This design comes from an exercise in tuning for small area and a short achievable clock period on the open sky130 flow, not from production work.
Power and IR drop assume default switching activity.

==> flow/design.v (excerpt) <==
module alu_top(clk, instruction, regA, regB, result, flags);
clock: 6.0 ns
lec_check: 0
cap_margin: 20
core_margin: 2
core_utilization: 40
setup_slack_margin: 3.0
slew_margin: 20
tns_end_percent: 5
standard.sh (not shown) runs the stock make flow with config.mk's settings and CLKGATE_MAP_FILE= SYNTH_SCRIPT=/design/flow/synth_recipe.tcl, a recipe that flattens the netlist after the stock synthesis.
==> flow/flow/run.sh <==
#!/bin/bash
# Standard ORFS layout, with plain buffers on the ports instead of the
# delay-cell buffers buffer_ports picks by default, and timing repair free
# to change a cell's footprint.
set -euo pipefail
bash standard.sh 'BUFFER_PORTS_ARGS=-buffer_cell sky130_fd_sc_hd__buf_1' MATCH_CELL_FOOTPRINT=0 finish > standard.log 2>&1
Then changed:
- ABC_AREA: not set -> 1
- SETUP_SLACK_MARGIN: 3.0 -> 3.3
The changed run finished clean.
Worst setup slack is better by 0.68 ns.
Hold slack is worse by 0.020 ns.
Utilization falls by 1.5 points.
No run of this note included a check of the RTL's function; only the layout flow was run.

========
## xenon
The RTL this note starts from:
==> flow/design.v <==
module alu_pre(instruction, regA, regB, p, g, sh, sl, sr, fctl, beq);
input  [31:0] instruction, regA, regB;
output [31:0] p;           
output [31:0] g;           
output        sh;          
output        sl, sr;      
output [3:0]  fctl;        
output        beq;         
function [4:0] neg5(input [4:0] x);   
    neg5 = {x[4] ^ (|x[3:0]), x[3] ^ (|x[2:0]), x[2] ^ (|x[1:0]),
            x[1] ^ x[0], x[0]};
endfunction
wire [5:0] op = instruction[31:26];
wire [5:0] fn = instruction[5:0];
wire       rsz = (instruction[25:21] == 5'b0);
wire r = (op == 6'b000000);
wire r_add  = r & (fn == 6'b100000);
wire r_addu = r & (fn == 6'b100001);
wire r_sub  = r & (fn == 6'b100010);
wire r_subu = r & (fn == 6'b100011);
wire r_and  = r & (fn == 6'b100100);
wire r_or   = r & (fn == 6'b100101);
wire r_xor  = r & (fn == 6'b100110);
wire r_nor  = r & (fn == 6'b100111);
wire r_slt  = r & (fn == 6'b101010);
wire r_sltu = r & (fn == 6'b101011);
wire r_sll  = r & (fn == 6'b000000);
wire r_srl  = r & (fn == 6'b000010 || fn == 6'b000011);
wire r_sllv = r & (fn == 6'b000100);
wire r_srlv = r & (fn == 6'b000110 || fn == 6'b000111);
wire i_addi  = (op == 6'b001000);
wire i_addiu = (op == 6'b001001);
wire i_andi  = (op == 6'b001100);
wire i_ori   = (op == 6'b001101);
wire i_xori  = (op == 6'b001110);
wire i_beq   = (op == 6'b000100) | (op == 6'b000101);
wire i_slti  = (op == 6'b001010);
wire i_sltiu = (op == 6'b001011);
wire i_mem   = (op == 6'b100011) | (op == 6'b101011);
wire sub   = r_sub | r_subu | r_slt | r_sltu | i_beq | i_slti | i_sltiu;
wire add   = r_add | r_addu | i_addi | i_addiu | i_mem;
wire simm  = i_addi | i_slti | i_mem;
wire l_and = r_and | i_andi;
wire l_or  = r_or | i_ori;
wire l_xor = r_xor | i_xori;
wire shl   = r_sll | r_sllv;
wire shr   = r_srl | r_srlv;
wire shc   = r_sll | r_srl;
wire [31:0] imm = {{16{simm & instruction[15]}}, instruction[15:0]};
wire        rr = r | i_beq;                     
wire [31:0] u = (rr | rsz) ? regA : regB;
wire [31:0] v = rr ? regB : imm;
wire       big   = rsz ? (|regA[31:5]) : (|regB[31:5]);
wire       shz   = (r_sllv | r_srlv) & big;       
wire c_addR = (fn[5:1] == 5'b10000);
wire c_subR = fn[5] & ~fn[4] & ~fn[2] & fn[1];
wire c_shR  = (fn[5:3] == 3'b000) & (fn[1] | ~fn[0]);
wire c_addI = (op == 6'b001000) | (op == 6'b001001) | i_mem;
wire c_subI = (op[5:2] == 4'b0001 & ~op[1]) | (op[5:1] == 5'b00101);
wire c_add  = r ? c_addR : c_addI;
wire c_sub  = r ? c_subR : c_subI;
wire c_ox   = r ? (fn == 6'b100101 | fn == 6'b100110)            
                : (op == 6'b001101 | op == 6'b001110);
wire c_ao   = r ? (fn[5:1] == 5'b10010) : (op[5:1] == 5'b00110);   
wire c_sh   = r & c_shR;
wire c_nor  = r & (fn == 6'b100111);
wire c_swsub = c_sub & rr & ~rsz;            
wire [3:0] tp  = {c_sub | c_ao | c_sh,
                  c_add | c_ox | (c_sh & ~rsz),
                  c_add | c_ox | (c_sh & rsz),
                  c_sub | c_nor};
wire [3:0] tg  = {c_add, c_sub & ~c_swsub, c_swsub, 1'b0};
wire [3:0] tp0 = {c_ao | c_sh,
                  c_sub | c_add | c_ox | (c_sh & ~rsz),
                  c_sub | c_add | c_ox | (c_sh & rsz),
                  c_nor};
wire [3:0] tg0 = {c_add | c_sub, c_sub & ~c_swsub, c_swsub, c_sub};
wire [4:0] sh_c = shl ? instruction[10:6] : neg5(instruction[10:6]);
wire [4:0] sh_a = shc ? sh_c : shl ? regA[4:0] : neg5(regA[4:0]);
wire [4:0] sh_b = shc ? sh_c : shl ? regB[4:0] : neg5(regB[4:0]);
wire [4:0] ra   = rsz ? sh_a : sh_b;
genvar i;
generate for (i = 0; i < 32; i = i + 1) begin : bt
    if (i == 0) begin : z
        assign p[i] = tp0[{u[i], v[i]}];
        assign g[i] = tg0[{u[i], v[i]}];
    end else if (i >= 27) begin : a
        assign p[i] = tp[{u[i], v[i]}];
        assign g[i] = (shl | shr) ? ra[i-27] : tg[{u[i], v[i]}];
    end else begin : n
        assign p[i] = tp[{u[i], v[i]}];
        assign g[i] = tg[{u[i], v[i]}];
    end
end endgenerate
assign sh = shl | shr;
wire       sz = (ra == 5'd0);
assign sl = (shl | (shr & sz)) & ~shz;
assign sr = shr & ~sz & ~shz;
wire ab31 = regA[31] ^ regB[31];
assign fctl = {(r_add & ~ab31) | (r_sub & ab31) | i_addi,
               i_addi ? instruction[15] : (rsz ? regA[31] : regB[31]),
               r_slt | i_slti, r_sltu | i_sltiu};
assign beq = i_beq;
endmodule
module alu(p, g, sh, sl, sr, fctl, beq, result, flags);
input  [31:0] p, g;
input         sh, sl, sr;
input  [3:0]  fctl;
input         beq;
output [31:0] result;
output [2:0]  flags;
wire [31:0] gg [0:5];
wire [31:0] pp [0:5];
assign gg[0] = g;
assign pp[0] = p;
genvar i, l;
generate for (l = 0; l < 5; l = l + 1) begin : lvl
    for (i = 0; i < 32; i = i + 1) begin : bt
        if (i >= (1 << l)) begin : m
            assign gg[l+1][i] = gg[l][i] | (pp[l][i] & gg[l][i - (1 << l)]);
            assign pp[l+1][i] = pp[l][i] & pp[l][i - (1 << l)];
        end else begin : k
            assign gg[l+1][i] = gg[l][i];
            assign pp[l+1][i] = pp[l][i];
        end
    end
end endgenerate
wire [32:0] c = {gg[5], 1'b0};           
wire [31:0] sum = p ^ c[31:0];
wire [4:0]  ra = g[31:27];
wire [63:0] w0 = {p & {32{sl}}, p & {32{sr}}};
wire [63:0] w1 = ra[4] ? {w0[47:0], 16'b0} : w0;
wire [63:0] w2 = ra[3] ? {w1[55:0], 8'b0} : w1;
wire [63:0] w3 = ra[2] ? {w2[59:0], 4'b0} : w2;
wire [63:0] w4 = ra[1] ? {w3[61:0], 2'b0} : w3;
wire [63:0] w5 = ra[0] ? {w4[62:0], 1'b0} : w4;
assign result = sh ? w5[63:32] : sum;
assign flags = {beq & (&p[31:1]) & ~p[0], (fctl[1] & sum[31]) | (fctl[0] & ~c[32]),
                fctl[3] & (c[31] ^ fctl[2])};
endmodule
module alu_top(clk, instruction, regA, regB, result, flags);
input clk;
input [31:0] instruction, regA, regB;
output [31:0] result;
output [2:0] flags;
wire [31:0] p_d, g_d;
wire        sh_d, sl_d, sr_d, beq_d;
wire [3:0]  fctl_d;
reg  [31:0] p_q, g_q;
reg         sh_q, sl_q, sr_q, beq_q;
reg  [3:0]  fctl_q;
reg  [31:0] result_q;
reg  [2:0]  flags_q;
wire [31:0] result_d;
wire [2:0]  flags_d;
alu_pre u_pre(.instruction(instruction), .regA(regA), .regB(regB),
              .p(p_d), .g(g_d), .sh(sh_d), .sl(sl_d), .sr(sr_d),
              .fctl(fctl_d), .beq(beq_d));
alu u_alu(.p(p_q), .g(g_q), .sh(sh_q), .sl(sl_q), .sr(sr_q),
          .fctl(fctl_q), .beq(beq_q), .result(result_d), .flags(flags_d));
always @(posedge clk) begin
    p_q <= p_d;
    g_q <= g_d;
    sh_q <= sh_d;
    sl_q <= sl_d;
    sr_q <= sr_d;
    fctl_q <= fctl_d;
    beq_q <= beq_d;
    result_q <= result_d;
    flags_q <= flags_d;
end
assign result = result_q;
assign flags = flags_q;
endmodule
clock: 6.0 ns
lec_check: 0
abc_area: 1
cap_margin: 20
core_margin: 2
core_utilization: 40
setup_slack_margin: 3.2
slew_margin: 20
tns_end_percent: 5
Scripts as last shown in full above: flow/flow/run.sh
xenon finished every step from synthesis to the final layout, and the layout passed the timing, design-rule and antenna checks.
Setup changes, xenon to delta
Settings: SETUP_SLACK_MARGIN changed from 3.2 to 3.3.
--- outcome ---
delta ended with every stage complete and zero timing, DRC or antenna violations. Comparing delta and xenon, the lower longest individual stage delay on the worst path is on delta. As far as xor-xnor portion of the synthesized cell area goes, xenon and delta are indistinguishable; the numbers are identical. Comparing xenon with delta, the via count of the first global-routing pass came out essentially unchanged. Comparing delta and xenon, count of vias placed by the detailed router is lower on xenon. Looking at delta and xenon, the power is a wash. Setup slack ended up 0.030 ns higher on delta than on xenon. NOTE count of plain and timing-repair buffers xenon->delta increased by a few percent.
No functional check of the RTL was part of any run of this note.

==> afterwards: timing with drivers on the ports <==
How much do the figures lean on ideal ports? The routed layouts below were timed once more, with nothing changed but the port constraints.
Step 1 sets driving cells, clkbuf_16 on the clock port and buf_2 on the other inputs (assumed; they add their load-dependent delay and slew).
Step 2 adds t to the input delays and takes it off the output delays; t is the mean of the earliest and latest rising clock arrival at the registers after step 1. Input paths then give back, and output paths get back, about the clock's delay inside the block.
a / b / c = ideal ports / drivers / drivers and shift; a / b = the first two.
run	t, ns	slack for setup (ns)	pins driven straight from the clock port
the first run of note 1	0.402	2.591 / 2.598 / 2.196	1
the second run of note 1	0.414	3.275 / 3.293 / 2.879	1
xenon	0.409	3.241 / 3.262 / 2.853	1
delta	0.414	3.270 / 3.294 / 2.880	1
After both steps every run listed still meets setup and hold. The setup slack of the second run of note 1, which loses most, moves by +0.018 ns with the drivers and by -0.396 ns with both steps.
